What follows belongs to an exercise in optimizing a design on an open flow for small area and a short achievable clock period; a production flow would make more cautious choices.
At most, simulation tests tie the RTL to the original design; equivalence was not proved.
The clock input has no modelled driver; a real chip could not lean on it and would need a root buffer or a full tree.
Power and IR drop assume default switching activity.

## old
==> flow/design.v <==
module FSM_out
(
    input             clk,
    input             reset_n,
    input             req,
    input             fifo_empty,
    input      [63:0] fifo_data,    
    output reg        remove,       
    output reg        load,         
    output reg        strobe_out,
    output reg        data_end,
    output reg  [7:0] data_out
);
reg [3:0] state;
reg       shift;
reg       hold;
reg [55:0] buf_q;
wire idle = (state == 4'd0);
wire start = idle && req && !fifo_empty;
always @(posedge clk)
begin
    if (!reset_n)
    begin
        state  <= 4'd0;
        remove <= 1'b0;
        load   <= 1'b0;
        shift  <= 1'b0;
        hold   <= 1'b1;
    end
    else
    begin
        if (idle)
            state <= start ? 4'd1 : 4'd0;
        else if (state == 4'd10)
            state <= 4'd0;
        else
            state <= state + 4'd1;
        remove <= start;
        load   <= (state == 4'd1);
        shift  <= (state >= 4'd2) && (state <= 4'd8);
        hold   <= !((state >= 4'd1) && (state <= 4'd8));
    end
end
always @(posedge clk)
    buf_q <= fifo_data[63:8] | ({56{shift}} & {8'd0, buf_q[55:8]});
wire [7:0] data_next = fifo_data[7:0] | ({8{shift}} & buf_q[7:0]) | ({8{hold}} & data_out);
always @(posedge clk)
begin
    if (!reset_n)
    begin
        strobe_out <= 1'b0;
        data_end   <= 1'b0;
        data_out   <= 8'd0;
    end
    else
    begin
        data_out <= data_next;
        if (load)
            strobe_out <= 1'b1;
        if (state == 4'd9)
            data_end <= 1'b1;
        else if (state == 4'd10)
        begin
            strobe_out <= 1'b0;
            data_end   <= 1'b0;
        end
    end
end
endmodule
module module_64_8
#(parameter width = 64, parameter depth = 8)
(
    input   clk,
    input   reset_n,
    input   strobe_in,
    input   [width-1:0] input_data,
    input   req_data,
    output  ready,
    output  data_end,
    output  strobe_out,
    output  [7:0] data_out,
    output  [$clog2(depth)-1:0] write_counter
);
localparam aw = $clog2(depth);
reg [width-1:0] mem [depth-1:0];
reg [depth-1:0] rd_ptr;
reg [depth-1:0] rd_sel;
reg [depth-1:0] wr_en;
reg [aw:0] count;
reg        empty;
reg        count_is7;
wire full = count[aw];
wire write = strobe_in && !full;
wire remove;
wire load;
wire [depth-1:0] wr_ptr   = full ? rd_ptr : wr_en;
wire [depth-1:0] wr_ptr_w = {wr_ptr[depth-2:0], wr_ptr[depth-1]};
wire [aw:0] count_w  = remove ? count : count + 1'b1;
wire [aw:0] count_nw = remove ? count - 1'b1 : count;
wire        full_nw  = (count_nw == depth);
wire        empty_nw = (count_nw == 0);
wire        count_is6 = (count == depth - 2);
wire        is7_w    = remove ? count_is7 : count_is6;
wire        is7_nw   = remove ? full : count_is7;
assign write_counter = count[aw-1:0];
assign ready = empty;
always @(posedge clk)
begin
    if (!reset_n)
    begin
        count <= 0;
        empty <= 1'b1;
        count_is7 <= 1'b0;
        wr_en <= 1;
    end
    else if (write)
    begin
        count <= count_w;
        empty <= 1'b0;
        count_is7 <= is7_w;
        wr_en <= (count_is7 && !remove) ? {depth{1'b0}} : wr_ptr_w;
    end
    else
    begin
        count <= count_nw;
        empty <= empty_nw;
        count_is7 <= is7_nw;
        wr_en <= full_nw ? {depth{1'b0}} : wr_ptr;
    end
end
always @(posedge clk)
begin
    if (!reset_n)
    begin
        rd_ptr <= 1;
        rd_sel <= 0;
    end
    else
    begin
        if (load)
            rd_ptr <= {rd_ptr[depth-2:0], rd_ptr[depth-1]};
        rd_sel <= remove ? rd_ptr : {depth{1'b0}};
    end
end
integer i;
always @(posedge clk)
begin
    for (i = 0; i < depth; i = i + 1)
        if (wr_en[i])
            mem[i] <= input_data;
end
reg [width-1:0] rd_data;
always @*
begin
    rd_data = 0;
    for (i = 0; i < depth; i = i + 1)
        rd_data = rd_data | ({width{rd_sel[i]}} & mem[i]);
end
FSM_out FSM_out_1
(
    .clk        (clk),
    .reset_n    (reset_n),
    .req        (req_data),
    .fifo_empty (empty),
    .fifo_data  (rd_data),
    .remove     (remove),
    .load       (load),
    .strobe_out (strobe_out),
    .data_end   (data_end),
    .data_out   (data_out)
);
endmodule
export LEC_CHECK = 0
export CAP_MARGIN = 20
export CORE_MARGIN = 2
export CORE_UTILIZATION = 60
export SETUP_SLACK_MARGIN = 3.4
export SLEW_MARGIN = 20
create_clock -name core_clock -period 5.0 [get_ports {clk}]
standard.sh (not shown) runs the stock make flow with config.mk's settings and CLKGATE_MAP_FILE= SYNTH_SCRIPT=/design/flow/synth_recipe.tcl, a recipe that flattens the netlist after the stock synthesis.
==> flow/flow/run.sh <==
#!/bin/bash
# The standard ORFS layout, with the port buffers made of buf_1 cells (instead of the
# delay cells buffer_ports picks by default), timing repair free to change a cell's
# footprint, a clock tree of about 20 flip-flops per leaf buffer, and the top of the
# clock tree reshaped after CTS (flow/clock_top.tcl).
set -euo pipefail
W=$(pwd)
bash standard.sh MATCH_CELL_FOOTPRINT=0 \
  "BUFFER_PORTS_ARGS=-buffer_cell sky130_fd_sc_hd__buf_1" \
  "CTS_ARGS=-sink_clustering_enable -repair_clock_nets -buf_list {sky130_fd_sc_hd__clkbuf_16} -sink_clustering_size 20 -sink_clustering_max_diameter 60 -dont_use_dummy_load" \
  "POST_CTS_TCL=$W/flow/clock_top.tcl" \
  finish > standard_flow.log 2>&1
Other scripts of this flow, unchanged in this note and not shown: flow/flow/clock_top.tcl
Modified inputs, new compared to old
--- a/flow/design.v
+++ b/flow/design.v
@@ -85,50 +85,73 @@
 reg [width-1:0] mem [depth-1:0];
 reg [depth-1:0] rd_ptr;
 reg [depth-1:0] rd_sel;
 reg [depth-1:0] wr_en;
 reg [aw:0] count;
 reg        empty;
+reg        count_is1;
 reg        count_is7;
 wire full = count[aw];
 wire write = strobe_in && !full;
 wire remove;
 wire load;
-wire [depth-1:0] wr_ptr   = full ? rd_ptr : wr_en;
-wire [depth-1:0] wr_ptr_w = {wr_ptr[depth-2:0], wr_ptr[depth-1]};
-wire [aw:0] count_w  = remove ? count : count + 1'b1;
-wire [aw:0] count_nw = remove ? count - 1'b1 : count;
-wire        full_nw  = (count_nw == depth);
-wire        empty_nw = (count_nw == 0);
-wire        count_is6 = (count == depth - 2);
+wire count_is6 = (count == depth - 2);
+wire count_is2 = (count == 2);
+reg [aw:0] count_inc;
+reg [aw:0] count_dec;
+reg        carry;
+reg        borrow;
+integer k;
+always @*
+begin
+    carry  = 1'b1;
+    borrow = 1'b1;
+    for (k = 0; k <= aw; k = k + 1)
+    begin
+        count_inc[k] = count[k] ^ carry;
+        count_dec[k] = count[k] ^ borrow;
+        carry  = carry & count[k];
+        borrow = borrow & ~count[k];
+    end
+end
+wire [aw:0] count_w  = remove ? count : count_inc;
+wire [aw:0] count_nw = remove ? count_dec : count;
+wire        empty_nw = remove ? count_is1 : empty;
+wire        is1_w    = remove ? count_is1 : empty;
+wire        is1_nw   = remove ? count_is2 : count_is1;
 wire        is7_w    = remove ? count_is7 : count_is6;
 wire        is7_nw   = remove ? full : count_is7;
+wire [depth-1:0] wr_en_w  = (count_is7 && !remove) ? {depth{1'b0}} : {wr_en[depth-2:0], wr_en[depth-1]};
+wire [depth-1:0] wr_en_nw = wr_en | ({depth{full && remove}} & rd_ptr);
 assign write_counter = count[aw-1:0];
 assign ready = empty;
 always @(posedge clk)
 begin
     if (!reset_n)
     begin
-        count <= 0;
-        empty <= 1'b1;
+        count     <= 0;
+        empty     <= 1'b1;
+        count_is1 <= 1'b0;
         count_is7 <= 1'b0;
-        wr_en <= 1;
+        wr_en     <= 1;
     end
     else if (write)
     begin
-        count <= count_w;
-        empty <= 1'b0;
+        count     <= count_w;
+        empty     <= 1'b0;
+        count_is1 <= is1_w;
         count_is7 <= is7_w;
-        wr_en <= (count_is7 && !remove) ? {depth{1'b0}} : wr_ptr_w;
+        wr_en     <= wr_en_w;
     end
     else
     begin
-        count <= count_nw;
-        empty <= empty_nw;
+        count     <= count_nw;
+        empty     <= empty_nw;
+        count_is1 <= is1_nw;
         count_is7 <= is7_nw;
-        wr_en <= full_nw ? {depth{1'b0}} : wr_ptr;
+        wr_en     <= wr_en_nw;
     end
 end
 always @(posedge clk)
 begin
     if (!reset_n)
     begin
--- outcome ---
In summary, new completed successfully, with a layout that passed the timing, DRC and antenna checks. new -> old: flip-flop and latch count flat. new vs old: combinational power up in new. new vs old on critical path's largest stage delay: new is the lower one. Relative to old, depth of the worst register-to-register path increased by 4 in new. Last element of the critical path = count[3]: new; last element of the critical path = wr_en[0]: old. Between old and new, final critical delay including setup and external delays is higher for old, new comes in under that. Core utilization, old and new: smaller value in new. From old to new the numbers moved as follows: post-synthesis cell count went up by 8, worst hold margin climbed 0.0052 ns. old -> new: area of all placed cells without fillers flat. Diff old -> new: x dimension of the die comparable, synthesized area +about 0.56%.
Function was not checked in any run of this note: the RTL went through the layout flow alone. In every run of this note, the design's own scripts or RTL, not TritonCTS, make the clock network.


module_64_8, a different RTL version from the one above (not shown whole).
For scale: roughly 620 flip-flops, roughly 21000 um^2 of cells after synthesis.
==> flow/design.v (excerpt) <==
module module_64_8
#(parameter width = 64, parameter depth = 8)
(
    input   clk,
    input   reset_n,
    input   strobe_in,
    input   [width-1:0] input_data,
    input   req_data,
    output  ready,
    output  data_end,
    output  strobe_out,
    output  [7:0] data_out,
    output  [$clog2(depth)-1:0] write_counter
);
localparam aw = $clog2(depth);
reg [width-1:0] mem [depth-1:0];
reg [depth-1:0] rd_ptr;
reg [depth-1:0] rd_sel;
reg [depth-1:0] wr_en;
reg [aw:0] count;
reg        empty;
reg        count_is7;
wire full = count[aw];
wire write = strobe_in && !full;
wire remove;
wire load;
wire [depth-1:0] wr_ptr   = full ? rd_ptr : wr_en;
wire [depth-1:0] wr_ptr_w = {wr_ptr[depth-2:0], wr_ptr[depth-1]};
wire [aw:0] count_w  = remove ? count : count + 1'b1;
wire [aw:0] count_nw = remove ? count - 1'b1 : count;
wire        full_nw  = (count_nw == depth);
wire        empty_nw = (count_nw == 0);
wire        count_is6 = (count == depth - 2);
wire        is7_w    = remove ? count_is7 : count_is6;
wire        is7_nw   = remove ? full : count_is7;
assign write_counter = count[aw-1:0];
assign ready = empty;
always @(posedge clk)
begin
    if (!reset_n)
    begin
        count <= 0;
        empty <= 1'b1;
        count_is7 <= 1'b0;
        wr_en <= 1;
    end
    else if (write)
    begin
        count <= count_w;
        empty <= 1'b0;
  ...
==> module module_64_8, before the edit <==
module module_64_8
#(parameter width = 64, parameter depth = 8)
(
    input   clk,
    input   reset_n,
    input   strobe_in,
    input   [width-1:0] input_data,
    input   req_data,
    output  ready,
    output  data_end,
    output  strobe_out,
    output  [7:0] data_out,
    output  [$clog2(depth)-1:0] write_counter
);
localparam aw = $clog2(depth);
reg [width-1:0] mem [depth-1:0];
reg [depth-1:0] rd_ptr;
reg [depth-1:0] rd_sel;
reg [depth-1:0] wr_en;
reg [aw:0] count;
reg        empty;
reg        count_is7;
wire full = count[aw];
wire write = strobe_in && !full;
wire remove;
wire load;
wire [depth-1:0] wr_ptr   = full ? rd_ptr : wr_en;
wire [depth-1:0] wr_ptr_w = {wr_ptr[depth-2:0], wr_ptr[depth-1]};
wire [aw:0] count_w  = remove ? count : count + 1'b1;
wire [aw:0] count_nw = remove ? count - 1'b1 : count;
wire        full_nw  = (count_nw == depth);
wire        empty_nw = (count_nw == 0);
wire        count_is6 = (count == depth - 2);
wire        is7_w    = remove ? count_is7 : count_is6;
wire        is7_nw   = remove ? full : count_is7;
assign write_counter = count[aw-1:0];
assign ready = empty;
always @(posedge clk)
begin
    if (!reset_n)
    begin
        count <= 0;
        empty <= 1'b1;
        count_is7 <= 1'b0;
        wr_en <= 1;
    end
    else if (write)
    begin
        count <= count_w;
        empty <= 1'b0;
        count_is7 <= is7_w;
        wr_en <= (count_is7 && !remove) ? {depth{1'b0}} : wr_ptr_w;
    end
    else
    begin
        count <= count_nw;
        empty <= empty_nw;
        count_is7 <= is7_nw;
        wr_en <= wr_en | ({depth{full && remove}} & rd_ptr);
    end
end
always @(posedge clk)
begin
    if (!reset_n)
    begin
        rd_ptr <= 1;
        rd_sel <= 0;
    end
    else
    begin
        if (load)
            rd_ptr <= {rd_ptr[depth-2:0], rd_ptr[depth-1]};
        rd_sel <= remove ? rd_ptr : {depth{1'b0}};
    end
end
integer i;
always @(posedge clk)
begin
    for (i = 0; i < depth; i = i + 1)
        if (wr_en[i])
            mem[i] <= input_data;
end
reg [width-1:0] rd_data;
always @*
begin
    rd_data = 0;
    for (i = 0; i < depth; i = i + 1)
        rd_data = rd_data | ({width{rd_sel[i]}} & mem[i]);
end
FSM_out FSM_out_1
(
    .clk        (clk),
    .reset_n    (reset_n),
    .req        (req_data),
    .fifo_empty (empty),
    .fifo_data  (rd_data),
    .remove     (remove),
    .load       (load),
    .strobe_out (strobe_out),
    .data_end   (data_end),
    .data_out   (data_out)
);
endmodule
clock: 5.0 ns
lec_check: 0
cap_margin: 20
core_margin: 2
core_utilization: 60
setup_slack_margin: 3.4
slew_margin: 20
Scripts as last shown in full above: flow/flow/run.sh
Other scripts of this flow, unchanged in this note and not shown: flow/flow/clock_top.tcl
Change:
--- a/flow/design.v
+++ b/flow/design.v
@@ -84,50 +84,51 @@
 localparam aw = $clog2(depth);
 reg [width-1:0] mem [depth-1:0];
 reg [depth-1:0] rd_ptr;
 reg [depth-1:0] rd_sel;
 reg [depth-1:0] wr_en;
-reg [aw:0] count;
-reg        empty;
-reg        count_is7;
-wire full = count[aw];
+reg [depth:0]  level;
+reg [aw-1:0]   count_q;
+wire full  = level[depth];
+wire empty = level[0];
 wire write = strobe_in && !full;
 wire remove;
 wire load;
-wire [depth-1:0] wr_ptr   = full ? rd_ptr : wr_en;
-wire [depth-1:0] wr_ptr_w = {wr_ptr[depth-2:0], wr_ptr[depth-1]};
-wire [aw:0] count_w  = remove ? count : count + 1'b1;
-wire [aw:0] count_nw = remove ? count - 1'b1 : count;
-wire        full_nw  = (count_nw == depth);
-wire        empty_nw = (count_nw == 0);
-wire        count_is6 = (count == depth - 2);
-wire        is7_w    = remove ? count_is7 : count_is6;
-wire        is7_nw   = remove ? full : count_is7;
-assign write_counter = count[aw-1:0];
+function [aw-1:0] level_count;
+    input [depth:0] l;
+    integer k;
+    begin
+        level_count = 0;
+        for (k = 0; k <= depth; k = k + 1)
+            level_count = level_count | ({aw{l[k]}} & k[aw-1:0]);
+    end
+endfunction
+wire [depth:0] level_w  = remove ? level : {level[depth-1:0], 1'b0};
+wire [depth:0] level_nw = remove ? {1'b0, level[depth:1]} : level;
+wire [depth-1:0] wr_en_w  = (level[depth-1] && !remove) ? {depth{1'b0}} : {wr_en[depth-2:0], wr_en[depth-1]};
+wire [depth-1:0] wr_en_nw = wr_en | ({depth{full && remove}} & rd_ptr);
+assign write_counter = count_q;
 assign ready = empty;
 always @(posedge clk)
 begin
     if (!reset_n)
     begin
-        count <= 0;
-        empty <= 1'b1;
-        count_is7 <= 1'b0;
-        wr_en <= 1;
+        level   <= 1;
+        count_q <= 0;
+        wr_en   <= 1;
     end
     else if (write)
     begin
-        count <= count_w;
-        empty <= 1'b0;
-        count_is7 <= is7_w;
-        wr_en <= (count_is7 && !remove) ? {depth{1'b0}} : wr_ptr_w;
+        level   <= level_w;
+        count_q <= level_count(level_w);
+        wr_en   <= wr_en_w;
     end
     else
     begin
-        count <= count_nw;
-        empty <= empty_nw;
-        count_is7 <= is7_nw;
-        wr_en <= wr_en | ({depth{full && remove}} & rd_ptr);
+        level   <= level_nw;
+        count_q <= level_count(level_nw);
+        wr_en   <= wr_en_nw;
     end
 end
 always @(posedge clk)
 begin
     if (!reset_n)
Result: The changed run ran to the end with no violations; setup slack gets better by 100 ps; combinational power rose by about 20%; routed wire length rose by 1.4%; sequential power rose by about 4.3%; die area rose by about 0.7%; design area rose by 0.93%; power rose by 4.0%; clock skew fell by 18 ps; first-iteration DRC count fell by about 17%; core utilization fell by 0.69 points; sequential share of layout area fell by 0.22 points; final cell count rose by about 2.6%; clock power stays flat; sequential cell count rose by 6.
Function was not checked in any run of this note: the RTL went through the layout flow alone. In every run of this note, the design's own scripts or RTL, not TritonCTS, make the clock network.


Setup of red:
Another version of the RTL of module_64_8 (not shown whole).
Size in the first run: roughly 82 I/O pins.
==> module module_64_8, before the edit <==
module module_64_8
#(parameter width = 64, parameter depth = 8)
(
    input   clk,
    input   reset_n,
    input   strobe_in,
    input   [width-1:0] input_data,
    input   req_data,
    output  ready,
    output  data_end,
    output  strobe_out,
    output  [7:0] data_out,
    output  [$clog2(depth)-1:0] write_counter
);
localparam aw = $clog2(depth);
reg [width-1:0] mem [depth-1:0];
reg [depth-1:0] rd_ptr;
reg [depth-1:0] rd_sel;
reg [depth-1:0] wr_en;
reg [aw:0] count;
reg        empty;
wire full = count[aw];
wire write = strobe_in && !full;
wire remove;
wire load;
wire [depth-1:0] wr_ptr   = full ? rd_ptr : wr_en;
wire [depth-1:0] wr_ptr_w = {wr_ptr[depth-2:0], wr_ptr[depth-1]};
wire [aw:0] count_w  = remove ? count : count + 1'b1;
wire [aw:0] count_nw = remove ? count - 1'b1 : count;
wire        full_w   = (count_w == depth);
wire        full_nw  = (count_nw == depth);
wire        empty_nw = (count_nw == 0);
assign write_counter = count[aw-1:0];
assign ready = empty;
always @(posedge clk)
begin
    if (!reset_n)
    begin
        count <= 0;
        empty <= 1'b1;
        wr_en <= 1;
    end
    else if (write)
    begin
        count <= count_w;
        empty <= 1'b0;
        wr_en <= full_w ? {depth{1'b0}} : wr_ptr_w;
    end
    else
    begin
        count <= count_nw;
        empty <= empty_nw;
        wr_en <= full_nw ? {depth{1'b0}} : wr_ptr;
    end
end
always @(posedge clk)
begin
    if (!reset_n)
    begin
        rd_ptr <= 1;
        rd_sel <= 0;
    end
    else
    begin
        if (load)
            rd_ptr <= {rd_ptr[depth-2:0], rd_ptr[depth-1]};
        rd_sel <= remove ? rd_ptr : {depth{1'b0}};
    end
end
integer i;
always @(posedge clk)
begin
    for (i = 0; i < depth; i = i + 1)
        if (wr_en[i])
            mem[i] <= input_data;
end
reg [width-1:0] rd_data;
always @*
begin
    rd_data = 0;
    for (i = 0; i < depth; i = i + 1)
        rd_data = rd_data | ({width{rd_sel[i]}} & mem[i]);
end
FSM_out FSM_out_1
(
    .clk        (clk),
    .reset_n    (reset_n),
    .req        (req_data),
    .fifo_empty (empty),
    .fifo_data  (rd_data),
    .remove     (remove),
    .load       (load),
    .strobe_out (strobe_out),
    .data_end   (data_end),
    .data_out   (data_out)
);
endmodule
Settings: LEC_CHECK=0, CAP_MARGIN=20, CORE_MARGIN=2, CORE_UTILIZATION=60, SETUP_SLACK_MARGIN=3.2, SLEW_MARGIN=20; clock period 5.0 ns.
==> flow/flow/run.sh <==
#!/bin/bash
# The standard ORFS layout, with the port buffers made of buf_1 cells (instead of the
# delay cells buffer_ports picks by default), timing repair free to change a cell's
# footprint, a clock tree of about 30 flip-flops per leaf buffer, and the top of the
# clock tree reshaped after CTS (flow/clock_top.tcl).
set -euo pipefail
W=$(pwd)
bash standard.sh MATCH_CELL_FOOTPRINT=0 \
  "BUFFER_PORTS_ARGS=-buffer_cell sky130_fd_sc_hd__buf_1" \
  "CTS_ARGS=-sink_clustering_enable -repair_clock_nets -buf_list {sky130_fd_sc_hd__clkbuf_16} -sink_clustering_size 30 -sink_clustering_max_diameter 80 -dont_use_dummy_load" \
  "POST_CTS_TCL=$W/flow/clock_top.tcl" \
  finish > standard_flow.log 2>&1
Other scripts of this flow, unchanged in this note and not shown: flow/flow/clock_top.tcl
What orange does differently from red at the input level:
--- a/flow/design.v
+++ b/flow/design.v
@@ -89,19 +89,21 @@
 reg [aw:0] count;
 reg        empty;
 wire full = count[aw];
 wire write = strobe_in && !full;
 wire remove;
 wire load;
-wire [depth-1:0] wr_ptr   = full ? rd_ptr : wr_en;
-wire [depth-1:0] wr_ptr_w = {wr_ptr[depth-2:0], wr_ptr[depth-1]};
-wire [aw:0] count_w  = remove ? count : count + 1'b1;
-wire [aw:0] count_nw = remove ? count - 1'b1 : count;
-wire        full_w   = (count_w == depth);
-wire        full_nw  = (count_nw == depth);
-wire        empty_nw = (count_nw == 0);
+wire [aw:0] count_inc = count + 1'b1;
+wire [aw:0] count_dec = count - 1'b1;
+wire        count_is1 = (count == 1);
+wire        count_is7 = (count == depth - 1);
+wire [aw:0] count_w  = remove ? count : count_inc;
+wire [aw:0] count_nw = remove ? count_dec : count;
+wire        empty_nw = remove ? count_is1 : empty;
+wire [depth-1:0] wr_en_w  = (count_is7 && !remove) ? {depth{1'b0}} : {wr_en[depth-2:0], wr_en[depth-1]};
+wire [depth-1:0] wr_en_nw = wr_en | ({depth{full && remove}} & rd_ptr);
 assign write_counter = count[aw-1:0];
 assign ready = empty;
 always @(posedge clk)
 begin
     if (!reset_n)
     begin
@@ -110,19 +112,19 @@
         wr_en <= 1;
     end
     else if (write)
     begin
         count <= count_w;
         empty <= 1'b0;
-        wr_en <= full_w ? {depth{1'b0}} : wr_ptr_w;
+        wr_en <= wr_en_w;
     end
     else
     begin
         count <= count_nw;
         empty <= empty_nw;
-        wr_en <= full_nw ? {depth{1'b0}} : wr_ptr;
+        wr_en <= wr_en_nw;
     end
 end
 always @(posedge clk)
 begin
     if (!reset_n)
     begin
### Flow results
- Run comparison: red source of the critical timing path FSM_out_1.data_out[5]; orange source of the critical timing path FSM_out_1.data_out[1]
- Taking red as the reference, in orange sequential cell area closely matched the old numbers, HPWL after detailed placement now sits lower, worst hold slack climbed 0.014 ns, routed wire length about even.
- orange: cell count of the worst hold path is 1 higher than what red reported.
- Comparing red with orange, the maximum frequency from static timing analysis came out essentially unchanged.
- red and orange ended up with roughly the same maximum cell stage delay along the critical path.
Function not checked in orange: the RTL went through the layout flow alone.

==> re-timing with driven ports <==
Ports are ideal in the flow. The routed layouts listed here were re-timed in OpenROAD. Step 1 (the two cells are an assumption about what drives the block):
set clk [get_ports {clk}]
set_driving_cell -lib_cell sky130_fd_sc_hd__clkbuf_16 $clk
set_driving_cell -lib_cell sky130_fd_sc_hd__buf_2 [delete_from_list [all_inputs] $clk]
Step 2 also shifts input and output timing later by t, the mid clock arrival at the registers, as if the neighbouring blocks saw the same clock. Slacks: ideal / step 1 / step 2; pairs: ideal / step 1.
| run | t, ns | slack for setup (ns) | hold slack, ns | cell pins on the clock port's net |
|---|---|---|---|---|
| old | 0.461 | 3.135 / 2.925 / 2.892 | 0.448 / 0.449 / 0.449 | 4 |
| new | 0.450 | 3.153 / 3.039 / 2.886 | 0.453 / 0.454 / 0.454 | 4 |
| the first run of note 2 | 0.485 | 3.058 / 3.019 / 2.762 | 0.457 / 0.457 / 0.457 | 4 |
| the second run of note 2 | 0.470 | 3.158 / 3.028 / 2.885 | 0.463 / 0.463 / 0.463 | 4 |
| red | 0.461 | 3.167 / 3.049 / 2.843 | 0.439 / 0.439 / 0.439 | 4 |
| orange | 0.460 | 3.168 / 3.054 / 2.897 | 0.453 / 0.453 / 0.453 | 4 |
After both steps setup and hold are still met in every run listed. For red, which loses most, drivers alone change the setup slack by -0.118 ns; drivers and shift together by -0.324 ns.
